From an optimization exercise on the open Yosys and OpenROAD flow, aimed at small area and a short achievable clock period; shortcuts taken in it are not production practice.
Only simulation tests tie the RTL to the original design; equivalence was not proved.

==> run X: inputs <==
Design nco_core, start of the top module:
module nco_core(clk, reset, mode, fph, word_in, word_out, amplitude);
==> flow/config.mk <==
export PLATFORM = sky130hd
export DESIGN_NAME = nco_core
export DESIGN_NICKNAME = nco_core
export VERILOG_FILES = /design/flow/design.v
export SDC_FILE = /design/flow/constraint.sdc
export NUM_CORES = 4
export LEC_CHECK = 0
export ABC_AREA = 1
export CAP_MARGIN = 20
export CORE_MARGIN = 2
export CORE_UTILIZATION = 40
export SETUP_SLACK_MARGIN = 2.5
export SLEW_MARGIN = 20
export SYNTH_MEMORY_MAX_BITS = 65536
==> flow/constraint.sdc <==
create_clock -name core_clock -period 7.0 [get_ports {clk}]
set_input_delay 1.4000 -clock core_clock [delete_from_list [all_inputs] [get_ports {clk}]]
set_output_delay 1.4000 -clock core_clock [all_outputs]
set_load 0.01 [all_outputs]
standard.sh (not shown) runs the stock make flow with config.mk's settings and CLKGATE_MAP_FILE= SYNTH_SCRIPT=/design/flow/synth_recipe.tcl, a recipe that flattens the netlist after the stock synthesis.
==> flow/flow/run.sh <==
#!/bin/bash
# Standard synthesis and layout (standard.sh), with two layout settings changed:
# ports are buffered with buf_2 instead of the delay-cell buffer buffer_ports picks,
# and timing repair may resize a cell into one of a different footprint.
set -euo pipefail
cd "$(dirname "$0")/.."
bash standard.sh \
  "BUFFER_PORTS_ARGS=-buffer_cell sky130_fd_sc_hd__buf_2" \
  MATCH_CELL_FOOTPRINT=0 \
  finish > flow_make.log 2>&1
==> run K (differences from run X) <==
--- a/flow/design.v
+++ b/flow/design.v
@@ -1297,15 +1297,22 @@
     10'd1022: t1 = 6'd1;
     10'd1023: t1 = 6'd1;
     default: t1 = 6'd0;
   endcase
 end
-wire [14:0] s = t0 + t1 + 15'd0;
+reg [12:0] t0r;
+reg [5:0] t1r;
+reg q13, eos;
+always @(posedge clk) begin
+    t0r <= t0;
+    t1r <= t1;
+    q13 <= phase[13];
+    eos <= eo;
+end
+wire [14:0] s = t0r + t1r + 15'd0;
 wire [10:0] m = s[12:2];
-reg [P-1:0] data;
-always @(posedge clk) data <= eo ? (phase[13] ? {1'b0, ~m} : {1'b1, m}) : {P{1'b0}};
-assign amplitude = data;
+assign amplitude = eos ? (q13 ? {1'b0, ~m} : {1'b1, m}) : {P{1'b0}};
 endmodule
 module phase_accumulator(clk, reset, mode, fph, word_in, word_out, phase);
     parameter M = 48;
     parameter N = 14;
     input clk, reset, fph;
SETUP_SLACK_MARGIN = 3.0   (was 2.5)
==> run R (differences from run X) <==
CORE_UTILIZATION = 50   (was 40)
SETUP_SLACK_MARGIN = 2.8   (was 2.5)
==> run notes <==
status=complete, no violations; hold_ws=0.373 ns; Design Area, Final=around 0.016 mm2; Reg area=between 0.002 and 0.003 mm2; maximum clock rate=0.260 GHz; Worst Setup End Kind=output pin; reg-to-reg critical path endpoint=U4_pac.t1r[0]; Signal buf overhead=0.0520; fin nets=2592; R2R cell count=19; Initial Util=0.408
That was run K.
==> run notes <==
status=complete, no violations; hold_ws=approximately 0.49 ns; Design Area, Final=about 0.016 mm2; Initial Util=0.408; Die W=around 190 um; Hold EP=U2_pa.freq[47]; Reg area=0.00265 mm2; Signal buf overhead=0.0704; clock network share of area=0.0210; largest family of logic cells by synthesized area=simple AND/OR/NAND/NOR gates; R2R cell count=16; Worst Setup End Kind=flip-flop; maximum clock rate=~0.23 GHz; fin nets=roughly 2500
That was run X.
==> run notes <==
Initial Util=0.509; Synth Area in XOR/XNOR=0.0324; R2R cell count=17; fin nets=roughly 2500; reg-to-reg critical path endpoint=U4_pac.data[7]; maximum clock rate=0.238 GHz; Synth Area in Simple Gates=0.306; Max Used Layer=met4; Signal buf overhead=0.0908; hold_ws=~0.52 ns; Worst Setup End Kind=flip-flop; status=complete, no violations; commonest non-fill, non-tap cell in the layout=nand2_1; Post-Synth Adder-Cell Area=0.0979; Design Area, Final=0.0162 mm2; Filler Cells Inserted=2632; Reg area=between 0.002 and 0.003 mm2
That was run R.

-- static timing again, ports no longer ideal --
Ports are ideal in the flow. The routed layouts listed here were re-timed in OpenROAD. Step 1 (the two cells are an assumption about what drives the block):
set clk [get_ports {clk}]
set_driving_cell -lib_cell sky130_fd_sc_hd__clkbuf_16 $clk
set_driving_cell -lib_cell sky130_fd_sc_hd__buf_2 [delete_from_list [all_inputs] $clk]
Step 2 moves the port delays by t, midway between the first and last clock arrival at a register: inputs arrive t later, outputs are due t later. That takes back most of the time a late clock gives input paths. Three values: ideal ports, drivers, drivers and shift; two values: the first two.
run | t, ns | slack for setup (ns) | pins driven straight from the clock port
run X | 0.416 | 2.588 / 2.588 / 2.588 | 1
run K | 0.474 | 3.153 / 3.127 / 2.933 | 1
run R | 0.417 | 2.805 / 2.805 / 2.805 | 1
After both steps every run listed still meets setup and hold. For run K, which loses most, drivers alone change the setup slack by -0.026 ns; drivers and shift together by -0.220 ns.
